Background: an optimization exercise with open tools, aiming at small area, a short achievable clock period and few clock cycles. Do not read the settings as production practice. Where RTL was checked, it was by simulation tests only, not by an equivalence proof against the original.

==> module keccak, before the edit <==
module keccak(clk, reset, in, in_ready, is_last, byte_num, buffer_full, out, out_ready);
    input              clk, reset;
    input      [31:0]  in;
    input              in_ready, is_last;
    input      [1:0]   byte_num;
    output             buffer_full;
    output     [511:0] out;
    output reg         out_ready;
    reg       [1599:0] st;      
    reg        [4:0]   wc;      
    reg        [4:0]   rnd;     
    reg                perm;    
    reg                fin;     
    reg                bf;      
    wire               accept = in_ready & ~bf;
    wire               blk_end = accept & (is_last | (wc == 5'd17));
    wire               last_rnd = perm & (rnd == 5'd23);
    wire               spec = accept & is_last & (byte_num == 2'd0);
    wire               perm_n = blk_end | (perm & ~last_rnd);
    wire               go = perm | spec;    
    wire               fin_n = fin | (accept & is_last);
    wire       [31:0]  word, w;
    wire       [63:0]  rc;
    wire     [1599:0]  round_out, absorbed, st_next;
    wire       [17:0]  wsel;
    wire       [63:0]  p, h;    
    assign buffer_full = bf;
    padder1 padder1_ (in, is_last, byte_num, word);
    assign w = {word[7:0], word[15:8], word[23:16], word[31:24]};
    rconst rconst_ (rnd, rc);
    round  round_  (st, spec, wsel, rc, round_out);
    always @ (posedge clk)
      if (reset) begin
        wc <= 0; rnd <= 0; perm <= 0; fin <= 0; bf <= 0; out_ready <= 0;
      end else begin
        if (accept)
          wc <= blk_end ? 5'd0 : wc + 5'd1;
        perm <= perm_n;
        fin <= fin_n;
        bf <= perm_n | fin_n;
        if (perm)
          rnd <= last_rnd ? 5'd0 : rnd + 5'd1;
        else if (spec)
          rnd <= 5'd1;
        if (last_rnd & fin)
          out_ready <= 1;
      end
    genvar j, k;
    generate
      for (j = 0; j < 18; j = j + 1) begin : ABS
        wire e = accept & (wc == j);
        for (k = 0; k < 32; k = k + 1) begin : B
          if (j == 17 && k == 31)
            assign absorbed[32*j + k] = st[32*j + k] ^ (w[k] & e) ^ (accept & is_last);
          else
            kab ab (st[32*j + k], w[k], e, absorbed[32*j + k]);
        end
      end
    endgenerate
    assign absorbed[1599:576] = st[1599:576];
    generate
      for (j = 0; j < 18; j = j + 1) begin : WS
        assign wsel[j] = (wc == j);
      end
    endgenerate
    generate
      for (j = 0; j < 64; j = j + 1) begin : CT
        kctl ct (go, reset, p[j], h[j]);
      end
      for (j = 0; j < 1600; j = j + 1) begin : NX
        knx nx (p[j % 64], round_out[j], h[j % 64], absorbed[j], st_next[j]);
      end
    endgenerate
    always @ (posedge clk)
      st <= st_next;
    generate
      for (j = 0; j < 64; j = j + 1) begin : OUT
        assign out[511-8*j -: 8] = st[8*j +: 8];
      end
    endgenerate
endmodule
clock: 5.5 ns
lec_check: 0
cap_margin: 30
core_margin: 2
core_utilization: 40
gpl_routability_driven: 1
gpl_timing_driven: 1
place_density: 0.5
setup_slack_margin: 2.5
slew_margin: 30
synth_hierarchical: 1
standard.sh (not shown) runs the stock make flow with config.mk's settings and CLKGATE_MAP_FILE= SYNTH_SCRIPT=/design/flow/synth_recipe.tcl, a recipe that flattens the netlist after the stock synthesis.
==> flow/flow/run.sh <==
#!/bin/bash
# The standard ORFS flow (the standard.sh), with plain buffers instead of
# delay cells on the ports and a clock tree without dummy loads. The make output
# goes to flow.log; each ORFS step keeps its own log under orfs/logs.
set -euo pipefail
export BUFFER_PORTS_ARGS="-buffer_cell sky130_fd_sc_hd__buf_2"
export CTS_ARGS="-sink_clustering_enable -repair_clock_nets -dont_use_dummy_load -sink_clustering_size 20 -sink_clustering_max_diameter 80"
bash standard.sh > flow.log 2>&1
The first run completed with no timing, DRC or antenna violations.
Next try:
--- a/flow/design.v
+++ b/flow/design.v
@@ -7,13 +7,13 @@
     output     [511:0] out;
     output reg         out_ready;
     reg       [1599:0] st;      
-    reg        [4:0]   wc;      
+    reg        [17:0]  wsel;    
     reg        [4:0]   rnd;     
     reg                perm;    
     reg                fin;     
     reg                bf;      
     wire               accept = in_ready & ~bf;
-    wire               blk_end = accept & (is_last | (wc == 5'd17));
+    wire               blk_end = accept & (is_last | wsel[17]);
     wire               last_rnd = perm & (rnd == 5'd23);
     wire               spec = accept & is_last & (byte_num == 2'd0);
     wire               perm_n = blk_end | (perm & ~last_rnd);
@@ -22,7 +22,6 @@
     wire       [31:0]  word, w;
     wire       [63:0]  rc;
     wire     [1599:0]  round_out, absorbed, st_next;
-    wire       [17:0]  wsel;
     wire       [63:0]  p, h;    
     assign buffer_full = bf;
     padder1 padder1_ (in, is_last, byte_num, word);
@@ -31,10 +30,10 @@
     round  round_  (st, spec, wsel, rc, round_out);
     always @ (posedge clk)
       if (reset) begin
-        wc <= 0; rnd <= 0; perm <= 0; fin <= 0; bf <= 0; out_ready <= 0;
+        wsel <= 18'd1; rnd <= 0; perm <= 0; fin <= 0; bf <= 0; out_ready <= 0;
       end else begin
         if (accept)
-          wc <= blk_end ? 5'd0 : wc + 5'd1;
+          wsel <= blk_end ? 18'd1 : {wsel[16:0], 1'b0};
         perm <= perm_n;
         fin <= fin_n;
         bf <= perm_n | fin_n;
@@ -48,7 +47,7 @@
     genvar j, k;
     generate
       for (j = 0; j < 18; j = j + 1) begin : ABS
-        wire e = accept & (wc == j);
+        wire e = accept & wsel[j];
         for (k = 0; k < 32; k = k + 1) begin : B
           if (j == 17 && k == 31)
             assign absorbed[32*j + k] = st[32*j + k] ^ (w[k] & e) ^ (accept & is_last);
@@ -59,11 +58,6 @@
     endgenerate
     assign absorbed[1599:576] = st[1599:576];
     generate
-      for (j = 0; j < 18; j = j + 1) begin : WS
-        assign wsel[j] = (wc == j);
-      end
-    endgenerate
-    generate
       for (j = 0; j < 64; j = j + 1) begin : CT
         kctl ct (go, reset, p[j], h[j]);
       end
Result:
- The new run finished clean
- utilization decreases by 0.77 points
- sequential share of layout area goes up by 0.23 points
- setup slack is better by 340 ps
- global-route usage climbs by 0.97 points
- wire length went up by 2.1%
Testbench counts after the change, summed over its fixed seeds: cycles 7,376.
No functional check of the RTL was part of the first run of this note.

* * *

keccak, a different RTL version from the one above (not shown whole).
For scale: ~550 I/O pins, roughly 0.12 mm^2 of cells after synthesis.
==> module keccak, before the edit <==
module keccak(clk, reset, in, in_ready, is_last, byte_num, buffer_full, out, out_ready);
    input              clk, reset;
    input      [31:0]  in;
    input              in_ready, is_last;
    input      [1:0]   byte_num;
    output             buffer_full;
    output     [511:0] out;
    output reg         out_ready;
    reg       [1599:0] st;      
    reg        [17:0]  wsel;    
    reg        [55:0]  gsel;    
    reg        [4:0]   rnd;     
    reg                perm;    
    reg                fin;     
    reg                bf;      
    wire               accept = in_ready & ~bf;
    wire               blk_end = accept & (is_last | wsel[17]);
    wire               last_rnd = perm & (rnd == 5'd23);
    wire               spec = accept & is_last & (byte_num == 2'd0);
    wire               perm_n = blk_end | (perm & ~last_rnd);
    wire               go = perm | spec;    
    wire               fin_n = fin | (accept & is_last);
    wire       [31:0]  word, w;
    wire       [63:0]  rc;
    wire     [1599:0]  bo, absorbed, st_next;
    wire       [6:0]   b0r;
    wire       [63:0]  p, h;    
    assign buffer_full = bf;
    padder1 padder1_ (in, is_last, byte_num, word);
    assign w = {word[7:0], word[15:8], word[23:16], word[31:24]};
    rconst rconst_ (rnd, rc);
    round  round_  (st, spec, gsel, rc, bo, b0r);
    function [17:0] gmk;
        input integer k;
        case (k)
          0: gmk = 18'h00100;
          1: gmk = 18'h00101;
          2: gmk = 18'h00200;
          3: gmk = 18'h00202;
          4: gmk = 18'h00401;
          5: gmk = 18'h00405;
          6: gmk = 18'h00500;
          7: gmk = 18'h00802;
          8: gmk = 18'h0080a;
          9: gmk = 18'h00a00;
          10: gmk = 18'h01004;
          11: gmk = 18'h01014;
          12: gmk = 18'h01104;
          13: gmk = 18'h01105;
          14: gmk = 18'h01401;
          15: gmk = 18'h01504;
          16: gmk = 18'h02008;
          17: gmk = 18'h02028;
          18: gmk = 18'h02208;
          19: gmk = 18'h0220a;
          20: gmk = 18'h02802;
          21: gmk = 18'h02a08;
          22: gmk = 18'h04010;
          23: gmk = 18'h04050;
          24: gmk = 18'h04110;
          25: gmk = 18'h04150;
          26: gmk = 18'h04411;
          27: gmk = 18'h04415;
          28: gmk = 18'h05004;
          29: gmk = 18'h05411;
          30: gmk = 18'h08020;
          31: gmk = 18'h080a0;
          32: gmk = 18'h08220;
          33: gmk = 18'h082a0;
          34: gmk = 18'h08822;
          35: gmk = 18'h0882a;
          36: gmk = 18'h0a008;
          37: gmk = 18'h0a822;
          38: gmk = 18'h10040;
          39: gmk = 18'h10140;
          40: gmk = 18'h10441;
          41: gmk = 18'h10541;
          42: gmk = 18'h11044;
          43: gmk = 18'h11054;
          44: gmk = 18'h14010;
          45: gmk = 18'h14110;
          46: gmk = 18'h15044;
          47: gmk = 18'h20080;
          48: gmk = 18'h20280;
          49: gmk = 18'h20882;
          50: gmk = 18'h20a82;
          51: gmk = 18'h22088;
          52: gmk = 18'h220a8;
          53: gmk = 18'h28020;
          54: gmk = 18'h28220;
          55: gmk = 18'h2a088;
          default: gmk = 18'h00000;
        endcase
    endfunction
    wire       [17:0]  wsel_n = reset ? 18'd1 : ~accept ? wsel : blk_end ? 18'd1 : {wsel[16:0], 1'b0};
    genvar q;
    generate
      for (q = 0; q < 56; q = q + 1) begin : GS
        always @ (posedge clk)
          gsel[q] <= |(wsel_n & gmk(q));
      end
    endgenerate
    always @ (posedge clk)
      wsel <= wsel_n;
    always @ (posedge clk)
      if (reset) begin
        rnd <= 0; perm <= 0; fin <= 0; bf <= 0; out_ready <= 0;
      end else begin
        perm <= perm_n;
        fin <= fin_n;
        bf <= perm_n | fin_n;
        if (perm)
          rnd <= last_rnd ? 5'd0 : rnd + 5'd1;
        else if (spec)
          rnd <= 5'd1;
        if (last_rnd & fin)
          out_ready <= 1;
      end
    genvar j, k;
    generate
      for (j = 0; j < 18; j = j + 1) begin : ABS
        wire e = accept & wsel[j];
        for (k = 0; k < 32; k = k + 1) begin : B
          if (j == 17 && k == 31)
            assign absorbed[32*j + k] = st[32*j + k] ^ (w[k] & e) ^ (accept & is_last);
          else
            kab ab (st[32*j + k], w[k], e, absorbed[32*j + k]);
        end
      end
    endgenerate
    assign absorbed[1599:576] = st[1599:576];
    generate
      for (j = 0; j < 64; j = j + 1) begin : CT
        kctl ct (go, reset, p[j], h[j]);
      end
      for (j = 0; j < 1600; j = j + 1) begin : NX
        localparam integer L = j / 64, Z = j % 64, X = L % 5, Y = L / 5;
        localparam integer R = (Z == 0) ? 0 : (Z == 1) ? 1 : (Z == 3) ? 2 : (Z == 7) ? 3
                             : (Z == 15) ? 4 : (Z == 31) ? 5 : (Z == 63) ? 6 : -1;
        wire a = (L == 0 && R >= 0) ? b0r[R < 0 ? 0 : R] : bo[j];
        knx nx (p[Z], a, bo[64*((X+1)%5 + 5*Y) + Z], bo[64*((X+2)%5 + 5*Y) + Z],
                h[Z], absorbed[j], st_next[j]);
      end
    endgenerate
    always @ (posedge clk)
      st <= st_next;
    generate
      for (j = 0; j < 64; j = j + 1) begin : OUT
        assign out[511-8*j -: 8] = st[8*j +: 8];
      end
    endgenerate
endmodule
==> module knx, before the edit <==
module knx(p, a, b, c, h, s, y);
    input p, a, b, c, h, s;
    output y;
    wire u, v;
    ksel sl (p, a, h, s, u);
    kpn  pn (p, b, c, v);
    kx2  xo (u, v, y);
endmodule
==> module kctl, before the edit <==
module kctl(perm, reset, p, h);
    input perm, reset;
    output p, h;
    assign p = perm & ~reset;
    assign h = ~perm & ~reset;
endmodule
Settings: LEC_CHECK=0, CAP_MARGIN=30, CORE_MARGIN=2, CORE_UTILIZATION=40, GPL_ROUTABILITY_DRIVEN=1, GPL_TIMING_DRIVEN=1, PLACE_DENSITY=0.5, SETUP_SLACK_MARGIN=2.5, SLEW_MARGIN=30, SYNTH_HIERARCHICAL=1; clock period 5.5 ns.
Scripts as last shown in full above: flow/flow/run.sh
==> next run, changes <==
--- a/flow/design.v
+++ b/flow/design.v
@@ -16,17 +16,17 @@
     wire               accept = in_ready & ~bf;
     wire               blk_end = accept & (is_last | wsel[17]);
     wire               last_rnd = perm & (rnd == 5'd23);
     wire               spec = accept & is_last & (byte_num == 2'd0);
     wire               perm_n = blk_end | (perm & ~last_rnd);
-    wire               go = perm | spec;    
+    wire       [7:0]   go;      
     wire               fin_n = fin | (accept & is_last);
     wire       [31:0]  word, w;
     wire       [63:0]  rc;
     wire     [1599:0]  bo, absorbed, st_next;
     wire       [6:0]   b0r;
-    wire       [63:0]  p, h;    
+    wire       [63:0]  p, p2, h;    
     assign buffer_full = bf;
     padder1 padder1_ (in, is_last, byte_num, word);
     assign w = {word[7:0], word[15:8], word[23:16], word[31:24]};
     rconst rconst_ (rnd, rc);
     round  round_  (st, spec, gsel, rc, bo, b0r);
@@ -128,19 +128,22 @@
         end
       end
     endgenerate
     assign absorbed[1599:576] = st[1599:576];
     generate
+      for (j = 0; j < 8; j = j + 1) begin : GO
+        kgo g (perm, bf, in_ready, is_last, byte_num, go[j]);
+      end
       for (j = 0; j < 64; j = j + 1) begin : CT
-        kctl ct (go, reset, p[j], h[j]);
+        kctl ct (go[j / 8], reset, p[j], p2[j], h[j]);
       end
       for (j = 0; j < 1600; j = j + 1) begin : NX
         localparam integer L = j / 64, Z = j % 64, X = L % 5, Y = L / 5;
         localparam integer R = (Z == 0) ? 0 : (Z == 1) ? 1 : (Z == 3) ? 2 : (Z == 7) ? 3
                              : (Z == 15) ? 4 : (Z == 31) ? 5 : (Z == 63) ? 6 : -1;
         wire a = (L == 0 && R >= 0) ? b0r[R < 0 ? 0 : R] : bo[j];
-        knx nx (p[Z], a, bo[64*((X+1)%5 + 5*Y) + Z], bo[64*((X+2)%5 + 5*Y) + Z],
+        knx nx (p[Z], p2[Z], a, bo[64*((X+1)%5 + 5*Y) + Z], bo[64*((X+2)%5 + 5*Y) + Z],
                 h[Z], absorbed[j], st_next[j]);
       end
     endgenerate
     always @ (posedge clk)
       st <= st_next;
@@ -172,28 +175,40 @@
 module kpn(p, b, c, y);
     input p, b, c;
     output y;
     assign y = p & ~b & c;
 endmodule
-module knx(p, a, b, c, h, s, y);
-    input p, a, b, c, h, s;
+module knx(p, p2, a, b, c, h, s, y);
+    input p, p2, a, b, c, h, s;
     output y;
     wire u, v;
     ksel sl (p, a, h, s, u);
-    kpn  pn (p, b, c, v);
+    kpn  pn (p2, b, c, v);
     kx2  xo (u, v, y);
 endmodule
 module kab(s, w, e, y);
     input s, w, e;
     output y;
     assign y = s ^ (w & e);
 endmodule
-module kctl(perm, reset, p, h);
-    input perm, reset;
-    output p, h;
-    assign p = perm & ~reset;
-    assign h = ~perm & ~reset;
+module kgo(perm, bf, in_ready, is_last, byte_num, go);
+    input perm, bf, in_ready, is_last;
+    input [1:0] byte_num;
+    output go;
+    assign go = perm | (in_ready & ~bf & is_last & (byte_num == 2'd0));
+endmodule
+module kp(go, reset, p);
+    input go, reset;
+    output p;
+    assign p = go & ~reset;
+endmodule
+module kctl(go, reset, p, p2, h);
+    input go, reset;
+    output p, p2, h;
+    kp k1 (go, reset, p);
+    kp k2 (go, reset, p2);
+    assign h = ~go & ~reset;
 endmodule
 module rconst(r, rc);
     input      [4:0]  r;
     output reg [63:0] rc;
     always @ (*)
After rerunning:
- cell area fell by about 0.4%
- worst hold slack is worse by 5.2 ps
- worst setup slack is better by 160 ps
- count of clock-buffer cells in the layout rose by 4
- sequential cell count stays the same
- routed wire length rose by about 1.7%
- die area rose by 0.96%
- synthesized cell count rose by 0.82%
- maximum frequency rose by about 5%
Testbench counts after the change, summed over its fixed seeds: cycles 7,376.
The RTL of the first run of this note was laid out without a check of its function.

## afterwards: timing with drivers on the ports
The results above use ideal ports. As a check the final layouts listed here were re-extracted and re-timed, cells and wires unchanged.
Step 1 assumes that a clkbuf_16 drives the clock port and a buf_2 every other input.
Step 2 moves the port delays by t, midway between the first and last clock arrival at a register: inputs arrive t later, outputs are due t later. That takes back most of the time a late clock gives input paths.
a / b / c = ideal / step 1 / step 2; a / b = the first two.
run | t, ns | slack for setup (ns) | worst hold slack (ns) | worst setup path at the end
the first run of note 1 | 1.020 | 1.960 / 1.960 / 1.561 | 0.526 / 0.526 / 0.526 | input to register
the second run of note 1 | 1.030 | 2.303 / 2.303 / 1.483 | 0.481 / 0.481 / 0.481 | input to register
the first run of note 2 | 1.048 | 2.152 / 2.247 / 1.204 | 0.498 / 0.486 / 0.498 | input to register
the second run of note 2 | 1.032 | 2.307 / 2.307 / 1.535 | 0.493 / 0.493 / 0.493 | input to register
After both steps every run listed still meets setup and hold. For the first run of note 2, which loses most, drivers alone change the setup slack by +0.095 ns; drivers and shift together by -0.948 ns.
